What follows belongs to an exercise in optimizing a design on an open flow for small area, a short achievable clock period and few clock cycles; a production flow would make more cautious choices.
The RTL was checked by simulation tests, not by an equivalence proof against the original design.
Power is estimated from default activity; no workload was simulated.

==> design/flow/design.v <==
module RA1SH(Q, CLK, CEN, WEN, A, D, OEN);
output reg [7:0] Q;
input CLK, CEN, WEN, OEN;
input [7:0] A;
input [7:0] D;
reg [7:0] mem [0:255];
always @(posedge CLK) begin
	if (!CEN) begin
		if (!WEN) mem[A] <= D;
		else Q <= mem[A];
	end
end
endmodule
module MS(
	rst_n,
	clk,
	in_valid,
	maze,
	player_x,
	player_y,
	prize_x_1,
	prize_y_1,
	prize_x_2,
	prize_y_2,
	prize_x_3,
	prize_y_3,
	out_valid,
	out_x,
	out_y
);
input rst_n, clk, in_valid;
input [14:0] maze;
input [3:0] player_x, player_y;
input [3:0] prize_x_1, prize_y_1;
input [3:0] prize_x_2, prize_y_2;
input [3:0] prize_x_3, prize_y_3;
output reg out_valid;
output reg [3:0] out_x, out_y;
localparam ST_IDLE  = 3'd0,
           ST_LOAD  = 3'd1,
           ST_INJ   = 3'd2,
           ST_FLOOD = 3'd3,
           ST_WALK  = 3'd4,
           ST_PRE   = 3'd5;
reg [2:0] st;
reg [3:0] cnt;
reg [2:0] rem;      
reg [2:0] pend;     
reg       clrf;     
reg       par;      
reg       sv;       
reg [3:0] wx, wy;   
reg [1:0] wd;       
reg [5:0] ia, ib;   
reg       sRA, sFA, sRB, sFB, sD0, sD1;
reg       ij, jclr;
reg [3:0] jx, jy;
reg [3:0] qx1, qy1, qx2, qy2, qx3, qy3;
reg [55:0] hw, vw;
wire [6:0] hrow = {maze[13], maze[11], maze[9], maze[7], maze[5], maze[3], maze[1]};
wire [7:0] vrow = {maze[14], maze[12], maze[10], maze[8], maze[6], maze[4], maze[2], maze[0]};
always @(posedge clk) begin
	if (in_valid & ~par) hw <= {hrow, hw[55:7]};
	if (in_valid &  par) vw <= {vrow, vw[55:8]};
end
always @(posedge clk or negedge rst_n) begin
	if (!rst_n) par <= 1'b0;
	else par <= in_valid & ~par;
end
wire [2:0] pfirst = pend[0] ? 3'b001 : pend[1] ? 3'b010 : 3'b100;
wire pgo = (st == ST_INJ) || (st == ST_LOAD && cnt >= 4'd2);
wire s_hp = jx[0];
wire s_vp = jy[0];
wire s_nd = ~jx[0] & ~jy[0];
wire [7:0] ca = 8'b1 << jx[3:1];
wire [7:0] ra = 8'b1 << jy[3:1];
wire [7:0] cb = s_hp ? {ca[6:0], 1'b0} : (s_vp ? ca : 8'b0);
wire [7:0] rb = s_vp ? {ra[6:0], 1'b0} : ra;
wire fl = (st == ST_FLOOD) || (st == ST_WALK) || (st == ST_PRE);
reg [63:0] R, F, D0, D1;
genvar gi, gj;
generate
for (gj = 0; gj < 8; gj = gj + 1) begin : row
	for (gi = 0; gi < 8; gi = gi + 1) begin : col
		localparam integer N = gj * 8 + gi;
		wire nr = (gi < 7) ? (~hw[(gj*7+gi) % 56]   & R[(N+1) % 64]) : 1'b0;
		wire nl = (gi > 0) ? (~hw[(gj*7+gi+55) % 56] & R[(N+63) % 64]) : 1'b0;
		wire nd = (gj < 7) ? (~vw[(gj*8+gi) % 56]   & R[(N+8) % 64]) : 1'b0;
		wire nu = (gj > 0) ? (~vw[(gj*8+gi+48) % 56] & R[(N+56) % 64]) : 1'b0;
		wire er = nr & ~F[(N+1) % 64];
		wire el = nl & ~F[(N+63) % 64];
		wire ed = nd & ~F[(N+8) % 64];
		wire eu = nu & ~F[(N+56) % 64];
		wire anye = er | el | ed | eu;
		wire anyn = nr | nl | nd | nu;
		wire sr = anye ? er : nr;
		wire sl = anye ? el : nl;
		wire sd = anye ? ed : nd;
		wire nax = ~(sr | sl);
		wire nng = nax ? ~sd : sl;
		wire isA = ca[gi] & ra[gj];
		wire isB = cb[gi] & rb[gj];
		wire Rb = R[N] & ~jclr;
		wire Fb = F[N] & ~jclr;
		always @(posedge clk) begin
			if (ij) begin
				if (isA & s_nd) begin
					R[N] <= 1'b1; F[N] <= 1'b0;
				end else if ((isA | isB) & ~s_nd & ~Rb) begin
					R[N] <= 1'b1; F[N] <= 1'b1;
					D0[N] <= s_vp; D1[N] <= isB;
				end else begin
					R[N] <= Rb; F[N] <= Fb;
				end
			end else if (fl) begin
				if (~R[N] & anyn) begin
					R[N] <= 1'b1; F[N] <= ~anye;
					D0[N] <= nax; D1[N] <= nng;
				end else begin
					F[N] <= 1'b0;
				end
			end
		end
	end
end
endgenerate
wire at_node = ~wx[0] & ~wy[0];
wire w_vp = wy[0];
wire goA = sRA & (~sRB | ~sFA);
wire sdet = sv & (at_node ? sRA : (sRA | sRB));
wire [1:0] pdir = {w_vp, goA};
wire [1:0] dir = at_node ? {sD0, sD1} : wd;
wire [3:0] nx = dir[1] ? wx : (dir[0] ? wx - 4'd1 : wx + 4'd1);
wire [3:0] ny = dir[1] ? (dir[0] ? wy - 4'd1 : wy + 4'd1) : wy;
wire [2:0] hx = dir[0] ? wx[3:1] - 3'd1 : wx[3:1] + 3'd1;
wire [2:0] hy = dir[0] ? wy[3:1] - 3'd1 : wy[3:1] + 3'd1;
wire [5:0] ahead = dir[1] ? {hy, wx[3:1]} : {wy[3:1], hx};
wire [5:0] pa = {wy[3:1], wx[3:1]};
wire [5:0] pb = pa + (w_vp ? 6'd8 : 6'd1);
wire m1 = rem[0] && wx == qx1 && wy == qy1;
wire m2 = rem[1] && wx == qx2 && wy == qy2;
wire m3 = rem[2] && wx == qx3 && wy == qy3;
wire [2:0] mv = {m3, m2, m1};
wire match = m1 | m2 | m3;
wire [2:0] rem_n = rem & ~mv;
wire start = in_valid && (st != ST_LOAD);
wire step = (st == ST_PRE) || ((st == ST_FLOOD) && sdet && at_node) ||
            ((st == ST_WALK) && !match);
always @(posedge clk) begin
	sRA <= R[ia]; sFA <= F[ia]; sD0 <= D0[ia]; sD1 <= D1[ia];
	sRB <= R[ib]; sFB <= F[ib];
end
always @(posedge clk or negedge rst_n) begin
	if (!rst_n) begin
		st <= ST_IDLE;
		cnt <= 4'd0;
		rem <= 3'b000;
		pend <= 3'b000;
		clrf <= 1'b0;
		ij <= 1'b0;
		sv <= 1'b0;
		out_valid <= 1'b0;
	end else begin
		out_valid <= step;
		sv <= ((st == ST_FLOOD) || (st == ST_LOAD)) && !ij;
		ij <= 1'b0;
		if (pgo && pend != 3'b000) begin
			ij <= 1'b1;
			pend <= pend & ~pfirst;
			clrf <= 1'b0;
		end
		if (start) begin
			st <= ST_LOAD;
			cnt <= 4'd1;
			rem <= 3'b111;
			pend <= 3'b111;
			clrf <= 1'b1;
		end else begin
			case (st)
			ST_LOAD: begin
				cnt <= cnt + 4'd1;
				if (cnt == 4'd1) out_valid <= 1'b1;
				if (cnt == 4'd14) st <= ST_FLOOD;
			end
			ST_INJ: begin
				if ((pend & ~pfirst) == 3'b000) st <= ST_FLOOD;
			end
			ST_FLOOD: begin
				if (sdet) st <= at_node ? ST_WALK : ST_PRE;
			end
			ST_PRE: st <= ST_WALK;
			ST_WALK: begin
				if (match) begin
					rem <= rem_n;
					if (rem_n == 3'b000) st <= ST_IDLE;
					else begin
						st <= ST_INJ;
						pend <= rem_n;
						clrf <= 1'b1;
					end
				end
			end
			default: st <= ST_IDLE;
			endcase
		end
	end
end
always @(posedge clk) begin
	if (pgo) begin
		jx <= pfirst[0] ? qx1 : pfirst[1] ? qx2 : qx3;
		jy <= pfirst[0] ? qy1 : pfirst[1] ? qy2 : qy3;
		jclr <= clrf;
	end
	if (st == ST_LOAD) begin
		qx1 <= prize_x_1; qy1 <= prize_y_1;
		qx2 <= prize_x_2; qy2 <= prize_y_2;
		qx3 <= prize_x_3; qy3 <= prize_y_3;
	end
	if (st == ST_FLOOD && sdet && !at_node) begin
		ia <= goA ? pa : pb;
		wd <= pdir;
	end else if (step) begin
		if (at_node) ia <= ahead;
		wd <= dir;
	end else if (st != ST_FLOOD && st != ST_WALK) begin
		ia <= pa;
		ib <= pb;
	end
	if (st == ST_LOAD && cnt == 4'd1) begin
		wx <= player_x; wy <= player_y;
		out_x <= player_x; out_y <= player_y;
	end else if (step) begin
		wx <= nx; wy <= ny;
		out_x <= nx; out_y <= ny;
	end else begin
		out_x <= 4'd0; out_y <= 4'd0;
	end
end
endmodule
==> design/flow/run.sh <==
#!/bin/bash
# synth_recipe.tcl (not shown) runs the flow's synth.tcl, then flattens the netlist and writes it again
# the make line also repeats each setting of config.mk as NAME=value (left out here)
make -C /OpenROAD-flow-scripts/flow DESIGN_CONFIG=/design/flow/config.mk WORK_HOME=/design/flow/orfs CLKGATE_MAP_FILE= SYNTH_SCRIPT=/design/flow/synth_recipe.tcl finish
==> design/flow/config.mk <==
export PLATFORM = sky130hd
export DESIGN_NAME = MS
export DESIGN_NICKNAME = MS
export VERILOG_FILES = /design/flow/design.v
export SDC_FILE = /design/flow/constraint.sdc
export NUM_CORES = 4
export LEC_CHECK = 0
export ABC_CLOCK_PERIOD_IN_PS = 3000
export CAP_MARGIN = 20
export CORE_MARGIN = 2
export CORE_UTILIZATION = 40
export SLEW_MARGIN = 20
export SYNTH_MEMORY_MAX_BITS = 8192
==> design/flow/constraint.sdc <==
create_clock -name core_clock -period 12.0 [get_ports {clk}]
set_input_delay 2.4000 -clock core_clock [delete_from_list [all_inputs] [get_ports {clk}]]
set_output_delay 2.4000 -clock core_clock [all_outputs]
set_load 0.01 [all_outputs]
==> results of run 1 <==
==> through the flow <==
step | power, uW | worst slack, ns | instances | hold WS, ns
floorplan | 6080 | 6.31 | 2973 | 0.425
global placement | 7660 | 7.25 | 3839 | 0.440
detailed placement | 7760 | 7.24 | 3839 | 0.442
CTS | 9480 | 7.87 | 3939 | 0.452
global route | 10100 | 7.55 | 3939 | 0.474
finish | 9620 | 7.74 | 3939 | 0.446
==> area by class of cell <==
type / count / area, um^2
Fill cell: 6742 / 39400
Clock buffer: 75 / 1490
Sequential cell: 454 / 13400
Tap cell: 950 / 1190
Clock inverter: 25 / 317
Timing Repair Buffer: 98 / 893
Multi-Input combinational cell: 2289 / 14700
Inverter: 48 / 183
==> state kept, by name, indices dropped and copies added, names as in the netlist, 6 cells and up <==
name,flops
D0,64
D1,64
F,64
R,64
hw,56
ia,6
ib,6
vw,56
==> cells in the final DEF, fill, tap and decap left out, drive strengths merged, types with 40 or more instances in the layout <==
master,count
a31oi,58
nor3,90
inv,51
clkbuf,75
nand3b,64
a21oi,201
nand2,387
nor2b,119
nand3,56
buf,40
edfxtp,423
clkdlybuf4s50,58
nor2,242
nand2b,193
o22ai,80
mux4,101
o21ai,262
a22oi,55
==> routing by layer <==
metal	up-vias	wire length (um)
li1	11100	-
met2	1691	46500
met4	0	4940
met1	12400	40900
met5	-	0
met3	299	10800
==> worst max-delay path: cells and delay by family (launching register included) <==
kind	cells	cell delay [ns]
buffers and inverters	4	2.51
flip-flops	1	0.70
AO/OA/AOI/OAI	2	0.57
==> logic make-up after synthesis <==
kind of cell             after synthesis  synth area share
multiplexers                         122            0.0864
AO/OA/AOI/OAI                        857             0.183
buffers and inverters                230            0.0327
adder cells (fa/ha/maj)               14           0.00708
XOR/XNOR                              39            0.0118
flip-flops                           454             0.463
AND/OR/NAND/NOR                     1257             0.217
==> power groups by stage <==
stage | Sequential [uW] | Clock (uW) | Combinational (uW)
2_1_floorplan | 2800 | 0 | 3280
3_3_place_gp | 3340 | 0 | 4320
3_5_place_dp | 3350 | 0 | 4410
4_1_cts | 3320 | 1730 | 4430
5_1_grt | 3400 | 1800 | 4860
6_report | 3350 | 1710 | 4550
==> path summary, 6_finish.rpt <==
path | startpoint | to | cells past startpoint
max | ij | R[5] | 6
max in group asynchronous | rst_n | ij | 1
min reg2reg | clrf | jclr | 0
min | clrf | jclr | 0
min in group asynchronous | rst_n | st[2] | 1
max reg2reg | ij | R[5] | 6
==> impl_metrics.py, run 1 <==
metrics = {
    "outcome": {
        "run_status": "complete, no violations",
    },
    "clocking": {
        "path_clk_slew_ns": 0.06,
        "cts_num_sinks": 454,
        "cts_setup_buffers": 0,
        "cts_buffers": 54,
        "cts_tree": "yes",
        "clock_path_buffers": 3,
        "insertion_delay_ns": 0.64,
        "htreeDepth": 2,
        "holdBufCountCts": 0,
        "clockRootBuffer": "clkbuf_16",
        "ctsResizeCount": 0,
    },
    "floorplan": {
        "dieWidth_um": 273,
        "rows": 98,
        "die_y_um": 273,
        "dieArea_um2": 74600,
        "core_area_um2": 71600,
        "initial_core_util": 0.405,
        "io_pins": 59,
    },
    "logic_synthesis": {
        "synthTopCellsByCount": "edfxtp_1, nand2_1, o21ai_0",
        "ys_warn_count": 1,
        "async_flop_share": 0.0396,
        "synth_fp_nets": 3037,
        "synth_edf_count": 423,
        "postSynthCellCount": 2973,
        "yosysSeqAreaShare": 0.463,
        "ys_seq_elements": 454,
        "synth_top_area_share": 0.438,
        "synth-main-ff-cell": "edfxtp_1",
        "synth_area_per_cell_um2": 9.74,
        "synth_area_leader_cell": "edfxtp_1",
        "synth_area_leaders": "edfxtp_1, mux4_2, nand2_1",
        "ys_types": 79,
        "syn_area_um2": 29000,
        "synth.most_common_cell": "edfxtp_1",
    },
    "sta": {
        "relSlewSlack": 0.221,
        "finalClockSkew_ns": 0.0390,
        "rsz0062_at_grt": "false",
        "fmax_mhz": 235,
        "tns_ns": 0,
        "hold_viol": 0,
        "min_period_over_period": 0.355,
        "fin_crit_ns": 4.26,
        "worstMarginPinSlew_ns": 1.16,
        "report.final.slew_viol_count": 0,
        "finalSetupViolations": 0,
    },
    "grt": {
        "grt_pass1_wl_um": 152000,
        "use_met2": 0.422,
        "grt_pass1_vias": 24400,
        "overflow": 0,
        "antenna_found_initial": 0,
        "use_met3": 0.0449,
        "use_met1": 0.367,
        "grt_busiest_layer": "met2",
        "grt_max_degree": 158,
        "grt_usage": 0.271,
    },
    "routing": {
        "postRouteAntennaNets": 0,
        "drtPass1Iterations": 8,
        "drcViolationCount": 0,
        "routed_wl_um": 103000,
        "drt-initial-drc-count": 3230,
        "wl_per_cell_um": 26.2,
        "vias_per_cell": 6.47,
        "vias": 25500,
    },
    "setup_path": {
        "rrSetupSlack_ns": 7.74,
        "arrival_ns": 4.62,
        "slowest_stage": "buf_4",
        "cp_max_fo": 157,
        "crit_required_ns": 12.36,
        "path_common_cell": "buf_4",
        "slowest_delay_ns": 0.73,
        "path_class": "flop to flop",
        "start_kind": "flop",
        "crit_chain": "buf_4 > buf_4 > buf_12 > buf_4 > o21ai_0 > a221o_1",
        "critPathCaptureType": "flop",
    },
    "place": {
        "numPortBuffers": 58,
        "postPlaceCellArea_um2": 30400,
        "gp_congestion": 0.924,
        "hpwlAfterDp_um": 70400,
    },
    "pwr": {
        "p_comb_frac": 0.473,
        "power_density_nw_per_um2": 299,
        "share_seq_of_total_power": 0.348,
        "power_leakage_uw": 0.0107,
        "power.switching_uw": 4450,
        "p_int_uw": 5170,
        "clkPwrFrac": 0.178,
        "ir_drop_v": 0.000208,
        "swShare": 0.463,
    },
    "job": {
        "maxCapViolCount": 0,
    },
    "cells_and_area": {
        "fin_area_um2": 32200,
        "nets": 3009,
        "synthToLayoutAreaGrowth_pct": 11.1,
        "drive_above_1_share": 0.0950,
        "final_util": 0.449,
        "diodes": 0,
    },
    "hold_path": {
        "holdCritPathClass": "flop to flop",
    },
}
Testbench counts, summed over its fixed seeds: cycles 7,456.
==> run 2, diff against run 1 <==
--- a/design/flow/config.mk
+++ b/design/flow/config.mk
@@ -7,3 +7,3 @@
 export LEC_CHECK = 0
-export ABC_CLOCK_PERIOD_IN_PS = 3000
+export ABC_AREA = 1
 export CAP_MARGIN = 20
==> run 2 against run 1 <==
Against the previous run: clock skew decreased by 0.018 ns; still clean on timing, DRC and antenna; highest routed layer unchanged; flip-flop and latch count unchanged; largest power group unchanged; cell area decreased by 0.61%; sequential share of layout area increased by 0.26 points; die area decreased by 0.34%; critical path type is now input port to flop; total power increased by 1.1%; cell count increased by 21%.
==> impl_metrics.py, run 2 <==
metrics = {
    "outcome": {
        "run_status": "complete, no violations",
    },
    "pwr": {
        "share_seq_of_total_power": 0.329,
        "power.total_uw": 9730,
        "ir_drop_v": 0.000182,
        "p_comb_frac": 0.504,
        "swShare": 0.499,
        "power_leakage_uw": 0.0134,
        "power_density_nw_per_um2": 304,
        "power.switching_uw": 4860,
        "clkPwrFrac": 0.167,
        "p_int_uw": 4870,
    },
    "sta": {
        "hold_viol": 0,
        "finalSetupViolations": 0,
        "fmax_mhz": 230,
        "tns_ns": 0,
        "finalClockSkew_ns": 0.0209,
        "rsz0062_at_grt": "false",
        "relSlewSlack": 0.208,
        "report.final.slew_viol_count": 0,
        "worstMarginPinSlew_ns": 1.19,
        "fin_crit_ns": 4.35,
        "min_period_over_period": 0.363,
    },
    "logic_synthesis": {
        "ys_warn_count": 1,
        "syn_area_um2": 28900,
        "synth_area_leader_cell": "edfxtp_1",
        "synthTopCellsByCount": "nand2_1, o21ai_0, edfxtp_1",
        "synth_edf_count": 423,
        "synth.most_common_cell": "nand2_1",
        "ys_seq_elements": 454,
        "async_flop_share": 0.0396,
        "ys_types": 43,
        "synth-main-ff-cell": "edfxtp_1",
        "synth_fp_nets": 3868,
        "synth_top_area_share": 0.440,
        "synth_area_per_cell_um2": 7.59,
        "postSynthCellCount": 3804,
        "yosysSeqAreaShare": 0.465,
        "synth_area_leaders": "edfxtp_1, nand2_1, o21ai_0",
    },
    "setup_path": {
        "crit_required_ns": 12.24,
        "arrival_ns": 4.60,
        "path_class": "input port to flop",
        "slowest_delay_ns": 0.80,
        "cp_max_fo": 34,
        "slowest_stage": "nor2_4",
        "start_kind": "input port",
        "crit_chain": "clkdlybuf4s50_1 > inv_1 > nor2_4 > buf_4",
        "critPathCaptureType": "flop",
    },
    "cells_and_area": {
        "fillers": 7145,
        "synthToLayoutAreaGrowth_pct": 10.8,
        "final_cell_mix": "nand2_1, o21ai_0, edfxtp_1",
        "drive_above_1_share": 0.0437,
        "final_common_cell": "nand2_1",
        "nets": 3841,
        "diodes": 0,
    },
    "floorplan": {
        "dieArea_um2": 74300,
        "core_area_um2": 71500,
        "initial_core_util": 0.404,
        "die_y_um": 273,
        "io_pins": 59,
        "dieWidth_um": 273,
        "rows": 98,
    },
    "grt": {
        "grt_pass1_wl_um": 154000,
        "grt_max_degree": 128,
        "overflow": 0,
        "antenna_found_initial": 0,
        "grt_pass1_vias": 26300,
        "grt_usage": 0.269,
    },
    "clocking": {
        "cts_tree": "yes",
        "ctsResizeCount": 0,
        "cts_num_sinks": 454,
        "htreeDepth": 2,
        "holdBufCountCts": 0,
        "insertion_delay_ns": 0.63,
        "cts_setup_buffers": 0,
        "cts_buffers": 54,
        "path_clk_slew_ns": 0.05,
        "clock_path_buffers": 3,
        "clockRootBuffer": "clkbuf_16",
    },
    "routing": {
        "drt-initial-drc-count": 3266,
        "wl_per_cell_um": 21.4,
        "routed_wl_um": 102000,
        "vias_per_cell": 5.78,
        "drcViolationCount": 0,
        "drtPass1Iterations": 6,
        "vias": 27600,
        "postRouteAntennaNets": 0,
    },
    "place": {
        "gp_congestion": 0.901,
        "numPortBuffers": 58,
        "hpwlAfterDp_um": 70100,
    },
    "hold_path": {
        "holdCritPathClass": "flop to flop",
    },
    "job": {
        "maxCapViolCount": 0,
    },
}
run 2: power groups by stage:
stage                     Clock, uW  Sequential, uW  Combinational, uW
after floorplan                   0            2900               3330
final                          1630            3200               4900
after CTS                      1640            3190               4780
after detailed placement          0            3220               4760
after global routing           1700            3250               5420
after global placement            0            3210               4740
run 2: routing by layer:
metal / share of wire / GRT usage
met1: 0.40 / 0.344
met2: 0.47 / 0.446
met3: 0.094 / 0.0503
met4: 0.043 / 0.114
met5: 0 / 0
run 2: layout make-up:
type / count / area [um^2] / area share
multi-input combinational: 2738 / 13200 / 0.411
sequential: 454 / 13400 / 0.419
tap: 950 / 1190 / 0.0372
clock inverter: 19 / 118 / 0.00368
timing repair buffer: 94 / 863 / 0.0270
inverter: 435 / 1640 / 0.0513
clock buffer: 79 / 1600 / 0.0500
run 2: final timing paths:
path | cells after the start | start | endpoint | slack, ns
setup / recovery | 4 | in_valid | hw[28] | 7.65
hold / removal | 0 | vw[14] | vw[6] | 0.45
setup reg to reg | 7 | jx[1] | D0[16] | 8.64
hold reg to reg | 0 | vw[14] | vw[6] | 0.45
max in group asynchronous | 1 | rst_n | ij | 9.11
min in group asynchronous | 1 | rst_n | st[1] | 2.27
run 2: critical path, delay by kind of cell:
| kind | cells | cell delay [ns] |
|---|---|---|
| buffers and inverters | 3 | 1.36 |
| and+or+nand+nor | 1 | 0.80 |
run 2: cells by family (layout without fill, tap and decap cells):
| family | count (synthesis) | count (layout) | synth area share |
|---|---|---|---|
| xor+xnor | 19 | 19 | 0.00576 |
| fa+ha+maj | 14 | 14 | 0.00711 |
| flops | 454 | 454 | 0.465 |
| compound gates | 1229 | 1229 | 0.237 |
| buf+inv | 612 | 627 | 0.0805 |
| simple gates | 1476 | 1476 | 0.205 |
run 2: through the flow:
stage | hold slack (ns) | area [um^2] | instances | utilization | setup WS [ns]
after global routing | 0.464 | 32000 | 4769 | 0.447 | 7.59
after detailed placement | 0.434 | 30300 | 4671 | 0.423 | 7.03
after CTS | 0.447 | 32000 | 4769 | 0.447 | 7.68
after floorplan | 0.425 | 28900 | 3804 | - | 6.69
final | 0.447 | 32000 | 4769 | 0.447 | 7.65
after global placement | 0.432 | 30300 | 4670 | 0.423 | 7.02
==> run 3, diff against run 2 <==
--- a/design/flow/config.mk
+++ b/design/flow/config.mk
@@ -7,3 +7,2 @@
 export LEC_CHECK = 0
-export ABC_AREA = 1
 export CAP_MARGIN = 20
==> run 3 against run 2 <==
Against the previous run: clock power increased by 5%; non-clock buffer count increased by 4; via count decreased by 7.6%; critical path depth increased by 2; total power decreased by 1.1%; largest power group unchanged; hold slack got worse by 0.00099 ns; flip-flop and latch count unchanged; worst setup slack improved by 0.090 ns; register-to-register slack got worse by 0.90 ns; critical path type is now flop to flop; cell count decreased by 17%.
==> impl_metrics.py, run 3 <==
metrics = {
    "outcome": {
        "run_status": "complete, no violations",
    },
    "setup_path": {
        "path_buf_inv": 4,
        "start_kind": "flop",
        "cp_max_fo": 157,
        "critPathTopFamily": "buffers and inverters",
        "crit_chain": "buf_4 > buf_4 > buf_12 > buf_4 > o21ai_0 > a221o_1",
        "path_class": "flop to flop",
        "slowest_stage": "buf_4",
        "path_common_cell": "buf_4",
        "critPathCaptureType": "flop",
        "crit_required_ns": 12.36,
        "arrival_ns": 4.62,
        "slowest_delay_ns": 0.73,
    },
    "sta": {
        "worstMarginPinSlew_ns": 1.16,
        "relSlewSlack": 0.221,
        "report.final.slew_viol_count": 0,
        "hold_viol": 0,
        "finalClockSkew_ns": 0.0390,
        "setup_slack_ns": 7.74,
        "fin_crit_ns": 4.26,
        "finalSetupViolations": 0,
        "rsz0062_at_grt": "false",
        "min_period_over_period": 0.355,
        "fmax_mhz": 235,
        "tns_ns": 0,
        "hold_ws_ns": 0.446,
    },
    "clocking": {
        "htreeDepth": 2,
        "ctsResizeCount": 0,
        "clock_path_buffers": 3,
        "insertion_delay_ns": 0.64,
        "clockRootBuffer": "clkbuf_16",
        "holdBufCountCts": 0,
        "cts_tree": "yes",
        "cts_num_sinks": 454,
        "cts_buffers": 54,
        "cts_setup_buffers": 0,
        "path_clk_slew_ns": 0.06,
    },
    "job": {
        "maxCapViolCount": 0,
    },
    "logic_synthesis": {
        "synth.most_common_cell": "edfxtp_1",
        "synth_top_area_share": 0.438,
        "synth-compound-area-share": 0.183,
        "syn_area_um2": 29000,
        "synthMuxAreaShare": 0.0864,
        "synth_top_family_by_area": "simple AND/OR/NAND/NOR gates",
        "synth_area_leader_cell": "edfxtp_1",
        "yosysSeqAreaShare": 0.463,
        "ys_seq_elements": 454,
        "synth-main-ff-cell": "edfxtp_1",
        "synth_area_per_cell_um2": 9.74,
        "synthTopCellsByCount": "edfxtp_1, nand2_1, o21ai_0",
        "async_flop_share": 0.0396,
        "synthSimpleGateAreaFrac": 0.217,
        "synth_area_leaders": "edfxtp_1, mux4_2, nand2_1",
        "synth_fp_nets": 3037,
        "ys_types": 79,
        "ys_warn_count": 1,
        "synth_adder_area_share": 0.00708,
        "synthXorXnorAreaFrac": 0.0118,
        "postSynthCellCount": 2973,
        "synth_edf_count": 423,
    },
    "routing": {
        "drcViolationCount": 0,
        "drtPass1Iterations": 8,
        "drt-initial-drc-count": 3230,
        "wl_per_cell_um": 26.2,
        "vias": 25500,
        "postRouteAntennaNets": 0,
        "vias_per_cell": 6.47,
        "routed_wl_um": 103000,
    },
    "pwr": {
        "clkPwrFrac": 0.178,
        "power_leakage_uw": 0.0107,
        "swShare": 0.463,
        "power.total_uw": 9620,
        "p_int_uw": 5170,
        "p_comb_frac": 0.473,
        "ir_drop_v": 0.000208,
        "power.switching_uw": 4450,
        "power_density_nw_per_um2": 299,
        "share_seq_of_total_power": 0.348,
    },
    "grt": {
        "grt_usage": 0.271,
        "antenna_found_initial": 0,
        "grt_pass1_wl_um": 152000,
        "grt_pass1_vias": 24400,
        "grt_max_degree": 158,
        "overflow": 0,
    },
    "floorplan": {
        "dieArea_um2": 74600,
        "io_pins": 59,
        "initial_core_util": 0.405,
        "core_area_um2": 71600,
        "dieWidth_um": 273,
        "rows": 98,
        "die_y_um": 273,
    },
    "cells_and_area": {
        "final_cells": 3939,
        "synthToLayoutAreaGrowth_pct": 11.1,
        "nets": 3009,
        "diodes": 0,
        "final_cell_mix": "edfxtp_1, nand2_1, o21ai_0",
        "final_common_cell": "edfxtp_1",
        "drive_above_1_share": 0.0950,
    },
    "place": {
        "numPortBuffers": 58,
        "dp_slack_ns": 7.24,
        "gp_congestion": 0.924,
        "dp.cells": 3839,
        "hpwlAfterDp_um": 70400,
    },
    "hold_path": {
        "holdCritPathClass": "flop to flop",
    },
}
-- run 3: power by group through the flow --
| stage | clock [uW] | sequential (uW) | combinational, uW |
|---|---|---|---|
| after global placement | 0 | 3340 | 4320 |
| after detailed placement | 0 | 3350 | 4410 |
| after global routing | 1800 | 3400 | 4860 |
| after CTS | 1730 | 3320 | 4430 |
| final | 1710 | 3350 | 4550 |
| after floorplan | 0 | 2800 | 3280 |
-- run 3: per-stage QoR --
stage / util / area [um^2]
6_report: 0.449 / 32200
5_1_grt: 0.449 / 32200
4_1_cts: 0.449 / 32200
3_5_place_dp: 0.424 / 30400
3_3_place_gp: 0.424 / 30400
2_1_floorplan: - / 29000
-- run 3: kinds of logic (layout without fill, tap and decap cells) --
logic type | Yosys count | count (layout)
AOI/OAI and AO/OA | 857 | 857
xor gates and xnor gates | 39 | 39
adders and majority gates | 14 | 14
buffers and inverters | 230 | 246
DFF | 454 | 454
muxes | 122 | 122
and+or+nand+nor | 1257 | 1257
-- run 3: per-layer routing --
layer	vias to the layer above	share of wire	GRT usage
li1	11100	-	-
met3	299	0.10	0.0449
met1	12400	0.40	0.367
met5	-	0	0
met4	0	0.048	0.133
met2	1691	0.45	0.422
-- run 3: cell type report --
cell class                      count  area, um^2
Clock buffer                       75        1490
Clock inverter                     25         317
Fill cell                        6742       39400
Inverter                           48         183
Multi-Input combinational cell   2289       14700
Sequential cell                   454       13400
Tap cell                          950        1190
Timing Repair Buffer               98         893
-- run 3: path summary, 6_finish.rpt --
kind | start | end | slack (ns) | cells after the start
worst max-delay path | ij | R[5] | 7.74 | 6
min in group asynchronous | rst_n | st[2] | 2.27 | 1
worst min-delay path | clrf | jclr | 0.45 | 0
max in group asynchronous | rst_n | ij | 9.11 | 1
worst min register to register | clrf | jclr | 0.45 | 0
worst max register to register | ij | R[5] | 7.74 | 6
==> run 4, diff against run 3 <==
==> design/flow/flow/run.sh (new file) <==
#!/bin/bash
bash standard.sh SETUP_SLACK_MARGIN=8 finish > standard.log 2>&1
==> design/flow/standard.sh (new file) <==
#!/bin/bash
# synth_recipe.tcl (not shown) runs the flow's synth.tcl, then flattens the netlist and writes it again
# the make line also repeats each setting of config.mk as NAME=value (left out here)
make -C /OpenROAD-flow-scripts/flow DESIGN_CONFIG=/design/flow/config.mk WORK_HOME=/design/flow/orfs CLKGATE_MAP_FILE= SYNTH_SCRIPT=/design/flow/synth_recipe.tcl "${@:-finish}"
removed: design/flow/run.sh
==> run 4 against run 3 <==
Against the previous run: largest cell class unchanged; combinational power is 1% higher; hold slack got worse by 0.0013 ns; cell area fell by 0.54%; wire length is 1.8% higher; fmax grew 7.8%; first-iteration DRC count is 9.6% higher; core utilization decreased by 0.24 points; global-route usage is 0.30 points higher; total power shrank 1.3%.
==> impl_metrics.py, run 4 <==
metrics = {
    "outcome": {
        "run_status": "complete, no violations",
    },
    "pwr": {
        "swShare": 0.469,
        "power_density_nw_per_um2": 296,
        "ir_drop_v": 0.000226,
        "share_seq_of_total_power": 0.350,
        "p_comb_frac": 0.485,
        "power.total_uw": 9490,
        "power_leakage_uw": 0.0106,
        "clkPwrFrac": 0.165,
        "p_int_uw": 5040,
        "power.switching_uw": 4450,
    },
    "logic_synthesis": {
        "synth-main-ff-cell": "edfxtp_1",
        "synth_area_per_cell_um2": 9.74,
        "synth_top_area_share": 0.438,
        "synth_area_leaders": "edfxtp_1, mux4_2, nand2_1",
        "synth_edf_count": 423,
        "synth_fp_nets": 3037,
        "syn_area_um2": 29000,
        "ys_types": 79,
        "async_flop_share": 0.0396,
        "synth_area_leader_cell": "edfxtp_1",
        "postSynthCellCount": 2973,
        "yosysSeqAreaShare": 0.463,
        "ys_warn_count": 1,
        "synth.most_common_cell": "edfxtp_1",
        "ys_seq_elements": 454,
        "synthTopCellsByCount": "edfxtp_1, nand2_1, o21ai_0",
    },
    "routing": {
        "vias_per_cell": 6.49,
        "wl_per_cell_um": 26.7,
        "routed_wl_um": 105000,
        "vias": 25500,
        "drcViolationCount": 0,
        "postRouteAntennaNets": 0,
        "drt-initial-drc-count": 3540,
        "drtPass1Iterations": 6,
    },
    "sta": {
        "rsz0062_at_grt": "false",
        "fin_crit_ns": 3.95,
        "report.final.slew_viol_count": 0,
        "finalClockSkew_ns": 0.0217,
        "fmax_mhz": 253,
        "tns_ns": 0,
        "finalSetupViolations": 0,
        "min_period_over_period": 0.330,
        "hold_viol": 0,
        "worstMarginPinSlew_ns": 1.25,
        "relSlewSlack": 0.164,
    },
    "setup_path": {
        "critPathCaptureType": "primary output",
        "path_class": "flop to primary output",
        "ff2ff_path_depth": 5,
        "crit_chain": "clkdlybuf4s50_1",
        "slowest_delay_ns": 0.56,
        "slowest_stage": "clkdlybuf4s50_1",
        "path_buf_inv": 1,
        "start_kind": "flop",
        "crit_required_ns": 9.60,
        "critPathTopFamily": "buffers and inverters",
        "arrival_ns": 1.55,
        "cp_max_fo": 1,
        "cp.depth": 1,
    },
    "floorplan": {
        "die_y_um": 273,
        "core_area_um2": 71600,
        "dieArea_um2": 74600,
        "io_pins": 59,
        "dieWidth_um": 273,
        "rows": 98,
        "initial_core_util": 0.405,
    },
    "cells_and_area": {
        "drive_above_1_share": 0.0931,
        "final_cell_mix": "edfxtp_1, nand2_1, o21ai_0",
        "fin_area_um2": 32000,
        "diodes": 0,
        "final_common_cell": "edfxtp_1",
        "nets": 3013,
        "synthToLayoutAreaGrowth_pct": 10.5,
    },
    "job": {
        "maxCapViolCount": 0,
    },
    "grt": {
        "grt_max_degree": 211,
        "grt_pass1_wl_um": 154000,
        "antenna_found_initial": 0,
        "grt_usage": 0.274,
        "overflow": 0,
        "grt_pass1_vias": 24200,
    },
    "clocking": {
        "htreeDepth": 2,
        "clockRootBuffer": "clkbuf_16",
        "insertion_delay_ns": 0.62,
        "cts_tree": "yes",
        "holdBufCountCts": 0,
        "clock_path_buffers": 3,
        "cts_num_sinks": 454,
        "path_clk_slew_ns": 0.06,
        "cts_buffers": 52,
    },
    "place": {
        "numPortBuffers": 58,
        "hpwlAfterDp_um": 71200,
        "gp_congestion": 0.963,
        "postPlaceCellArea_um2": 30400,
    },
    "hold_path": {
        "holdCritPathClass": "flop to flop",
        "min_path_cells": 0,
    },
}
## run 4: logic make-up (layout without fill, tap and decap cells)
family,Yosys count,in the layout,synth area share
AND/OR/NAND/NOR,1257,1258,0.217
AO/OA/AOI/OAI,857,857,0.183
flip-flops,454,454,0.463
buffers and inverters,230,242,0.0327
multiplexers,122,122,0.0864
XOR/XNOR,39,39,0.0118
adder cells (fa/ha/maj),14,14,0.00708
## run 4: what timing repair did
| item | CTS | global route |
|---|---|---|
| gates resized for setup | 2 | 1 |
| setup endpoints to repair | 75 | 35 |
| cloned | 0 | 1 |
| pin swaps | 0 | 1 |
| buffers inserted | 1 | 0 |
| hold endpoints to repair | 0 | 0 |
## run 4: power groups by stage
| stage | logic, uW | clock network [uW] | registers [uW] |
|---|---|---|---|
| after floorplan | 3280 | 0 | 2800 |
| after CTS | 4480 | 1570 | 3300 |
| after global routing | 4910 | 1630 | 3370 |
| final | 4600 | 1570 | 3330 |
| after global placement | 4370 | 0 | 3310 |
| after detailed placement | 4460 | 0 | 3330 |
## run 4: through the flow
stage	util	std cells	hold WS, ns	worst slack [ns]
2_1_floorplan	-	2973	0.425	8.00
3_3_place_gp	0.424	3843	0.435	7.02
3_5_place_dp	0.424	3843	0.443	6.97
4_1_cts	0.447	3935	0.448	8.02
5_1_grt	0.447	3936	0.468	8.02
6_report	0.447	3936	0.445	8.05
## run 4: metal layers
metal | wire, um | vias up | GRT usage
met4 | 4580 | 0 | 0.116
li1 | - | 11100 | -
met3 | 11500 | 316 | 0.0542
met5 | 0 | - | 0
met2 | 48100 | 1703 | 0.433
met1 | 40800 | 12400 | 0.368
## run 4: cell type report
class / instances / area (um^2)
Clock buffer: 71 / 1420
Clock inverter: 20 / 165
Fill cell: 6753 / 39600
Inverter: 48 / 183
Multi-Input combinational cell: 2290 / 14700
Sequential cell: 454 / 13400
Tap cell: 950 / 1190
Timing Repair Buffer: 103 / 942
## run 4: path summary, 6_finish.rpt
check | start | endpoint | slack, ns
setup / recovery | out_valid | out_valid | 8.05
hold / removal | hw[23] | hw[16] | 0.44
setup reg to reg | jy[0] | F[6] | 8.28
hold reg to reg | hw[23] | hw[16] | 0.44
max in group asynchronous | rst_n | ij | 9.10
min in group asynchronous | rst_n | cnt[0] | 2.28
## run 4: worst reg2reg max path: cells and delay by family (launching register included)
kind	cells	cell delay [ns]
AOI/OAI and AO/OA	2	0.61
and+or+nand+nor	2	1.42
DFF	1	0.70
buffers and inverters	1	0.69
==> run 5, diff against run 4 <==
==> design/flow/flow/run.sh (replaced) <==
#!/bin/bash
cp standard.sh synth_recipe.tcl config.mk constraint.sdc flow_copy_ 2>/dev/null
mkdir -p ref && cp standard.sh synth_recipe.tcl config.mk ref/
bash standard.sh > standard.log 2>&1
==> run 5 against run 4 <==
Against the previous run: combinational power is 1% lower; synthesized cell count did not move; first-iteration DRC count is 8.8% lower; still clean; hold slack better by 0.0013 ns; critical endpoint is now R[5]; area after synthesis did not move; clock power increased by 9%; sequential power hardly changed; non-clock buffer count decreased by 5; sequential share of layout area fell by 0.23 points; flip-flop and latch count stayed put.
==> impl_metrics.py, run 5 <==
metrics = {
    "logic_synthesis": {
        "synth-compound-area-share": 0.183,
        "ys_types": 79,
        "syn_area_um2": 29000,
        "postSynthCellCount": 2973,
        "synth.most_common_cell": "edfxtp_1",
        "synth_adder_area_share": 0.00708,
        "synthTopCellsByCount": "edfxtp_1, nand2_1, o21ai_0",
        "synth_top_family_by_area": "simple AND/OR/NAND/NOR gates",
        "synth-main-ff-cell": "edfxtp_1",
        "ys_warn_count": 1,
        "synth_area_leader_cell": "edfxtp_1",
        "synth_top_area_share": 0.438,
        "ys_seq_elements": 454,
        "synthXorXnorAreaFrac": 0.0118,
        "synth_area_leaders": "edfxtp_1, mux4_2, nand2_1",
        "synth_area_per_cell_um2": 9.74,
        "yosysSeqAreaShare": 0.463,
        "synth_edf_count": 423,
        "synth_fp_nets": 3037,
        "synthMuxAreaShare": 0.0864,
        "async_flop_share": 0.0396,
        "synthSimpleGateAreaFrac": 0.217,
    },
    "routing": {
        "vias": 25500,
        "vias_per_cell": 6.47,
        "drtPass1Iterations": 8,
        "postRouteAntennaNets": 0,
        "drcViolationCount": 0,
        "wl_per_cell_um": 26.2,
        "drt-initial-drc-count": 3230,
        "routed_wl_um": 103000,
    },
    "clocking": {
        "cts_buffers": 54,
        "cts_setup_buffers": 0,
        "clockRootBuffer": "clkbuf_16",
        "cts_num_sinks": 454,
        "htreeDepth": 2,
        "holdBufCountCts": 0,
        "cts_tree": "yes",
        "clock_path_buffers": 3,
        "insertion_delay_ns": 0.64,
        "ctsResizeCount": 0,
        "path_clk_slew_ns": 0.06,
    },
    "setup_path": {
        "crit_chain": "buf_4 > buf_4 > buf_12 > buf_4 > o21ai_0 > a221o_1",
        "crit_end": "R[5]",
        "path_common_cell": "buf_4",
        "slowest_delay_ns": 0.73,
        "arrival_ns": 4.62,
        "slowest_stage": "buf_4",
        "rrSetupSlack_ns": 7.74,
        "r2r-end": "R[5]",
        "critPathCaptureType": "flop",
        "start_kind": "flop",
        "path_class": "flop to flop",
        "crit_required_ns": 12.36,
        "crit_start": "ij",
        "r2r-start": "ij",
        "cp_max_fo": 157,
        "ff2ff_path_depth": 6,
    },
    "sta": {
        "rsz0062_at_grt": "false",
        "worstMarginPinSlew_ns": 1.16,
        "hold_viol": 0,
        "tns_ns": 0,
        "finalSetupViolations": 0,
        "report.final.slew_viol_count": 0,
        "finalClockSkew_ns": 0.0390,
        "relSlewSlack": 0.221,
        "fmax_mhz": 235,
        "fin_crit_ns": 4.26,
        "min_period_over_period": 0.355,
    },
    "floorplan": {
        "io_pins": 59,
        "core_area_um2": 71600,
        "initial_core_util": 0.405,
        "die_y_um": 273,
        "dieArea_um2": 74600,
        "rows": 98,
        "dieWidth_um": 273,
    },
    "cells_and_area": {
        "final_common_cell": "edfxtp_1",
        "synthToLayoutAreaGrowth_pct": 11.1,
        "drive_above_1_share": 0.0950,
        "final_util": 0.449,
        "nets": 3009,
        "diodes": 0,
        "final_cell_mix": "edfxtp_1, nand2_1, o21ai_0",
    },
    "grt": {
        "grt_pass1_wl_um": 152000,
        "overflow": 0,
        "grt_pass1_vias": 24400,
        "grt_max_degree": 158,
        "antenna_found_initial": 0,
        "grt_usage": 0.271,
    },
    "place": {
        "numPortBuffers": 58,
        "gp_congestion": 0.924,
        "hpwlAfterDp_um": 70400,
    },
    "pwr": {
        "ir_drop_v": 0.000208,
        "power_density_nw_per_um2": 299,
        "power_leakage_uw": 0.0107,
        "power.total_uw": 9620,
    },
    "hold_path": {
        "holdCritPathClass": "flop to flop",
    },
    "outcome": {
        "run_status": "complete, no violations",
    },
    "job": {
        "maxCapViolCount": 0,
    },
}
## run 5: cell counts after synthesis
Identical to the previous run, type by type.
## run 5: critical path: cells and delay by family (launching register included)
kind,cells,cell delay (ns)
buffers and inverters,4,2.51
DFF,1,0.70
AOI/OAI and AO/OA,2,0.57
## run 5: area by class of cell
cell class / instances / area [um^2]
timing repair buffer: 98 / 893
clock buffer: 75 / 1490
sequential: 454 / 13400
multi-input combinational: 2289 / 14700
inverter: 48 / 183
tap: 950 / 1190
fill: 6742 / 39400
clock inverter: 25 / 317
## run 5: stage by stage
step / std cells / cell area (um^2) / setup WS, ns / hold WS (ns)
6_report: 3939 / 32200 / 7.74 / 0.446
2_1_floorplan: 2973 / 29000 / 6.31 / 0.425
3_5_place_dp: 3839 / 30400 / 7.24 / 0.442
3_3_place_gp: 3839 / 30400 / 7.25 / 0.440
5_1_grt: 3939 / 32200 / 7.55 / 0.474
4_1_cts: 3939 / 32200 / 7.87 / 0.452
## run 5: cell families after synthesis
family | after synthesis
AO/OA/AOI/OAI | 857
multiplexers | 122
XOR/XNOR | 39
buffers and inverters | 230
AND/OR/NAND/NOR | 1257
adder cells (fa/ha/maj) | 14
flip-flops | 454
## run 5: worst min-delay path by stage
stage	depth (start not counted)	from	endpoint
3_3_place_gp	0	clrf	jclr
3_5_place_dp	0	clrf	jclr
6_report	0	clrf	jclr
5_1_grt	0	clrf	jclr
2_1_floorplan	0	clrf	jclr
4_1_cts	0	clrf	jclr
## run 5: where the power goes
part / switching, uW / total [uW] / internal (uW)
registers: 873 / 3350 / 2480
clock network: 697 / 1710 / 1020
logic: 2880 / 4550 / 1670
total: 4450 / 9620 / 5170
## run 5: layer usage
layer	part of all wire	routed length, um	global-route usage
met1	0.40	40900	0.367
met2	0.45	46500	0.422
met3	0.10	10800	0.0449
met4	0.048	4940	0.133
met5	0	0	0
==> run 6, diff against run 5 <==
--- a/design/flow/design.v
+++ b/design/flow/design.v
@@ -55,3 +55,6 @@
 reg       sRA, sFA, sRB, sFB, sD0, sD1;
-reg       ij, jclr;
+reg       ij;
+reg [7:0] irow;     
+reg [7:0] krow;     
+reg [7:0] erow;     
 reg [3:0] jx, jy;
@@ -78,3 +81,9 @@
 wire [7:0] rb = s_vp ? {ra[6:0], 1'b0} : ra;
-wire fl = (st == ST_FLOOD) || (st == ST_WALK) || (st == ST_PRE);
+wire ij_n = pgo && pend != 3'b000;
+wire [2:0] py_n3 = (pfirst[0] ? qy1[3:1] : pfirst[1] ? qy2[3:1] : qy3[3:1]);
+wire pv_n = pfirst[0] ? qy1[0] : pfirst[1] ? qy2[0] : qy3[0];
+wire [7:0] hitA = 8'b1 << py_n3;
+wire [7:0] hit_n = hitA | (pv_n ? {hitA[6:0], 1'b0} : 8'b0);
+reg [2:0] st_n;
+wire fl_n = (st_n == ST_FLOOD) || (st_n == ST_WALK) || (st_n == ST_PRE);
 reg [63:0] R, F, D0, D1;
@@ -102,6 +111,7 @@
 		wire isB = cb[gi] & rb[gj];
-		wire Rb = R[N] & ~jclr;
-		wire Fb = F[N] & ~jclr;
+		wire Rb = R[N] & krow[gj];
+		wire Fb = F[N] & krow[gj];
 		always @(posedge clk) begin
-			if (ij) begin
+			if (erow[gj]) begin
+			if (irow[gj]) begin
 				if (isA & s_nd) begin
@@ -114,3 +124,3 @@
 				end
-			end else if (fl) begin
+			end else begin
 				if (~R[N] & anyn) begin
@@ -121,2 +131,3 @@
 				end
+			end
 			end
@@ -152,2 +163,19 @@
 end
+always @(*) begin
+	st_n = st;
+	if (start) st_n = ST_LOAD;
+	else case (st)
+	ST_LOAD:  if (cnt == 4'd14) st_n = ST_FLOOD;
+	ST_INJ:   if ((pend & ~pfirst) == 3'b000) st_n = ST_FLOOD;
+	ST_FLOOD: if (sdet) st_n = at_node ? ST_WALK : ST_PRE;
+	ST_PRE:   st_n = ST_WALK;
+	ST_WALK:  if (match) st_n = (rem_n == 3'b000) ? ST_IDLE : ST_INJ;
+	default:  st_n = ST_IDLE;
+	endcase
+end
+always @(posedge clk) begin
+	irow <= {8{ij_n}} & ({8{clrf}} | hit_n);
+	krow <= {8{ij_n & ~clrf}} & hit_n;
+	erow <= ({8{ij_n}} & ({8{clrf}} | hit_n)) | {8{fl_n & ~ij_n}};
+end
 always @(posedge clk or negedge rst_n) begin
@@ -163,7 +191,7 @@
 	end else begin
+		st <= st_n;
 		out_valid <= step;
 		sv <= ((st == ST_FLOOD) || (st == ST_LOAD)) && !ij;
-		ij <= 1'b0;
-		if (pgo && pend != 3'b000) begin
-			ij <= 1'b1;
+		ij <= ij_n;
+		if (ij_n) begin
 			pend <= pend & ~pfirst;
@@ -172,3 +200,2 @@
 		if (start) begin
-			st <= ST_LOAD;
 			cnt <= 4'd1;
@@ -178,28 +205,13 @@
 		end else begin
-			case (st)
-			ST_LOAD: begin
+			if (st == ST_LOAD) begin
 				cnt <= cnt + 4'd1;
 				if (cnt == 4'd1) out_valid <= 1'b1;
-				if (cnt == 4'd14) st <= ST_FLOOD;
-			end
-			ST_INJ: begin
-				if ((pend & ~pfirst) == 3'b000) st <= ST_FLOOD;
-			end
-			ST_FLOOD: begin
-				if (sdet) st <= at_node ? ST_WALK : ST_PRE;
-			end
-			ST_PRE: st <= ST_WALK;
-			ST_WALK: begin
-				if (match) begin
-					rem <= rem_n;
-					if (rem_n == 3'b000) st <= ST_IDLE;
-					else begin
-						st <= ST_INJ;
-						pend <= rem_n;
-						clrf <= 1'b1;
-					end
+			end
+			if (st == ST_WALK && match) begin
+				rem <= rem_n;
+				if (rem_n != 3'b000) begin
+					pend <= rem_n;
+					clrf <= 1'b1;
 				end
 			end
-			default: st <= ST_IDLE;
-			endcase
 		end
@@ -211,3 +223,2 @@
 		jy <= pfirst[0] ? qy1 : pfirst[1] ? qy2 : qy3;
-		jclr <= clrf;
 	end
==> design/flow/run.sh (new file) <==
#!/bin/bash
# synth_recipe.tcl (not shown) runs the flow's synth.tcl, then flattens the netlist and writes it again
# the make line also repeats each setting of config.mk as NAME=value (left out here)
make -C /OpenROAD-flow-scripts/flow DESIGN_CONFIG=/design/flow/config.mk WORK_HOME=/design/flow/orfs CLKGATE_MAP_FILE= SYNTH_SCRIPT=/design/flow/synth_recipe.tcl finish
removed: design/flow/flow/run.sh
removed: design/flow/standard.sh
==> run 6 against run 5 <==
Against the previous run: via count up 1.8%; register-to-register slack improved by 0.12 ns; die area rose by 4.1%; sequential share of layout area barely moved; cell area grew 3.5%; first-iteration DRC count grew 12%; hold slack lost 0.042 ns; sequential power shrank 18%; combinational power shrank 34%.
==> impl_metrics.py, run 6 <==
metrics = {
    "outcome": {
        "run_status": "complete, no violations",
    },
    "place": {
        "gp_congestion": 0.936,
        "dp_slack_ns": 7.01,
        "hpwlAfterDp_um": 78100,
        "numPortBuffers": 58,
    },
    "clocking": {
        "cts_tree": "yes",
        "cts_num_sinks": 477,
        "holdBufCountCts": 0,
        "ctsResizeCount": 0,
        "insertion_delay_ns": 0.64,
        "clock_path_buffers": 3,
        "cts_buffers": 55,
        "clockRootBuffer": "clkbuf_16",
        "cts_setup_buffers": 0,
        "path_clk_slew_ns": 0.06,
        "htreeDepth": 2,
    },
    "setup_path": {
        "slowest_delay_ns": 0.83,
        "slowest_stage": "nor2b_4",
        "ff2ff_path_depth": 6,
        "path_class": "input port to flop",
        "r2r-start": "jx[1]",
        "crit_required_ns": 12.26,
        "critPathCaptureType": "flop",
        "start_kind": "input port",
        "cp.depth": 3,
        "arrival_ns": 4.62,
        "cp_max_fo": 35,
        "critPathTopFamily": "buffers and inverters",
        "crit_end": "hw[50]",
        "rrSetupSlack_ns": 7.86,
        "r2r-end": "D1[60]",
        "crit_start": "in_valid",
        "crit_chain": "clkdlybuf4s50_1 > nor2b_4 > buf_4",
        "path_buf_inv": 2,
    },
    "logic_synthesis": {
        "synth_fp_nets": 3071,
        "synth-main-ff-cell": "edfxtp_1",
        "synth_top_area_share": 0.420,
        "ys_types": 84,
        "ys_seq_elements": 477,
        "synth_area_leaders": "edfxtp_1, mux4_2, nand2b_1",
        "yosysSeqAreaShare": 0.460,
        "synth.most_common_cell": "edfxtp_1",
        "async_flop_share": 0.0377,
        "syn_area_um2": 30200,
        "synthTopCellsByCount": "edfxtp_1, nand2_1, a21oi_1",
        "synth_area_leader_cell": "edfxtp_1",
        "synth_edf_count": 422,
        "synth_area_per_cell_um2": 10.0,
        "postSynthCellCount": 3007,
        "ys_warn_count": 1,
    },
    "floorplan": {
        "rows": 100,
        "die_y_um": 279,
        "initial_core_util": 0.405,
        "dieWidth_um": 279,
        "io_pins": 59,
        "dieArea_um2": 77600,
        "core_area_um2": 74600,
    },
    "cells_and_area": {
        "synthToLayoutAreaGrowth_pct": 10.4,
        "final_cell_mix": "edfxtp_1, nand2_1, a21oi_1",
        "final_util": 0.447,
        "final_common_cell": "edfxtp_1",
        "fillers": 6954,
        "drive_above_1_share": 0.119,
        "diodes": 0,
        "nets": 3024,
    },
    "sta": {
        "worstMarginPinSlew_ns": 1.23,
        "setup_slack_ns": 7.64,
        "rsz0062_at_grt": "false",
        "finalSetupViolations": 0,
        "report.final.slew_viol_count": 0,
        "relSlewSlack": 0.178,
        "fin_crit_ns": 4.36,
        "hold_ws_ns": 0.403,
        "fmax_mhz": 229,
        "min_period_over_period": 0.364,
        "tns_ns": 0,
        "hold_viol": 0,
        "finalClockSkew_ns": 0.0326,
    },
    "pwr": {
        "ir_drop_v": 0.000124,
        "power.total_uw": 7450,
        "power_leakage_uw": 0.0108,
        "power_density_nw_per_um2": 224,
    },
    "hold_path": {
        "worstHoldStart": "ij",
        "holdCritPathClass": "flop to flop",
    },
    "job": {
        "maxCapViolCount": 0,
    },
    "grt": {
        "grt_max_degree": 65,
        "grt_usage": 0.281,
        "overflow": 0,
        "antenna_found_initial": 5,
        "grt_pass1_wl_um": 164000,
        "grt_pass1_vias": 24900,
    },
    "routing": {
        "routed_wl_um": 112000,
        "postRouteAntennaNets": 0,
        "vias_per_cell": 6.52,
        "drcViolationCount": 0,
        "drt-initial-drc-count": 3628,
        "vias": 25900,
        "drtPass1Iterations": 7,
        "wl_per_cell_um": 28.1,
    },
}
## run 6: cell types whose count changed in the layout (fill, tap and decap cells not counted), sizes merged, moves of 55 or more
cell / before / now
o21a: 7 / 84
nor2b: 119 / 53
nand3b: 64 / 9
or3b: 13 / 115
a21boi: 14 / 76
o21ai: 262 / 180
nand2: 387 / 295
## run 6: per-stage QoR
stage	instance area, um^2	std cells
2_1_floorplan	30200	3007
3_3_place_gp	31500	3869
3_5_place_dp	31500	3870
4_1_cts	33300	3974
5_1_grt	33300	3976
6_report	33300	3976
## run 6: worst register-to-register path: stages (launching register included)
cell      delay (ns)
edfxtp_1        0.81
and3b_1         0.99
a22o_1          0.77
buf_4           0.37
a22oi_1         0.12
or3b_1          0.42
a21boi_0        0.33
## run 6: final cells by class
class,count,area (um^2),share of cell area
Sequential cell,477,13900,0.416
Multi-Input combinational cell,2242,15200,0.457
Inverter,84,315,0.00947
Clock inverter,25,185,0.00556
Timing Repair Buffer,100,920,0.0276
Clock buffer,79,1600,0.0480
Tap cell,969,1210,0.0364
## run 6: how the worst min path moves through the flow
stage / endpoint / slack (ns) / cells past startpoint
finish: sv / 0.40 / 1
global route: sv / 0.42 / 1
CTS: sv / 0.41 / 1
detailed placement: sv / 0.40 / 1
global placement: sv / 0.39 / 1
floorplan: sv / 0.38 / 1
## run 6: cell families (layout without fill, tap and decap cells)
kind of cell    Yosys count  after routing  share of synthesized area
compound gates          936            936                      0.201
xor+xnor                 38             38                     0.0110
fa+ha+maj                15             15                    0.00713
buf+inv                 288            288                     0.0389
flops                   477            477                      0.460
mux                     123            123                     0.0849
simple gates           1130           1130                      0.198
## run 6: routing by layer
layer | GRT usage | vias to the layer above | wire length, um
met1 | 0.377 | 12800 | 44200
met4 | 0.141 | 4 | 6050
met2 | 0.434 | 1580 | 49400
met3 | 0.0543 | 310 | 11900
li1 | - | 11300 | -
met5 | 0 | - | 27
## run 6: where the power goes
part           switching (uW)  internal [uW]
Sequential                541           2210
Combinational            1880           1120
Clock                     739            964
Testbench counts of run 6, summed over its fixed seeds: cycles 7,456.

## afterwards: timing with drivers on the ports
The results above use ideal ports. As a check the final layouts listed here were re-extracted and re-timed, cells and wires unchanged.
Step 1: set_driving_cell puts a clkbuf_16 on clk and a buf_2 on each other input, an assumption about the parent block.
Step 2 also shifts input and output timing later by t, the mid clock arrival at the registers, as if the neighbouring blocks saw the same clock.
a / b / c = no drivers / after step 1 / after step 2; a / b = the first two.
run | shift t [ns] | slack for setup (ns) | worst slew at a driven data input, ns | cell pins on the clock port's net
run 1 | 0.688 | 7.738 / 7.738 / 7.201 | 0.06 | 1
run 2 | 0.681 | 7.647 / 7.686 / 7.005 | 0.04 | 1
run 3 | 0.688 | 7.738 / 7.738 / 7.201 | 0.06 | 1
run 4 | 0.675 | 8.046 / 7.977 / 7.449 | 0.04 | 1
run 5 | 0.688 | 7.738 / 7.738 / 7.201 | 0.06 | 1
run 6 | 0.691 | 7.637 / 7.675 / 6.984 | 0.08 | 1
After both steps every run listed still meets setup and hold. The setup slack of run 6, which loses most, moves by +0.038 ns with the drivers and by -0.653 ns with both steps.
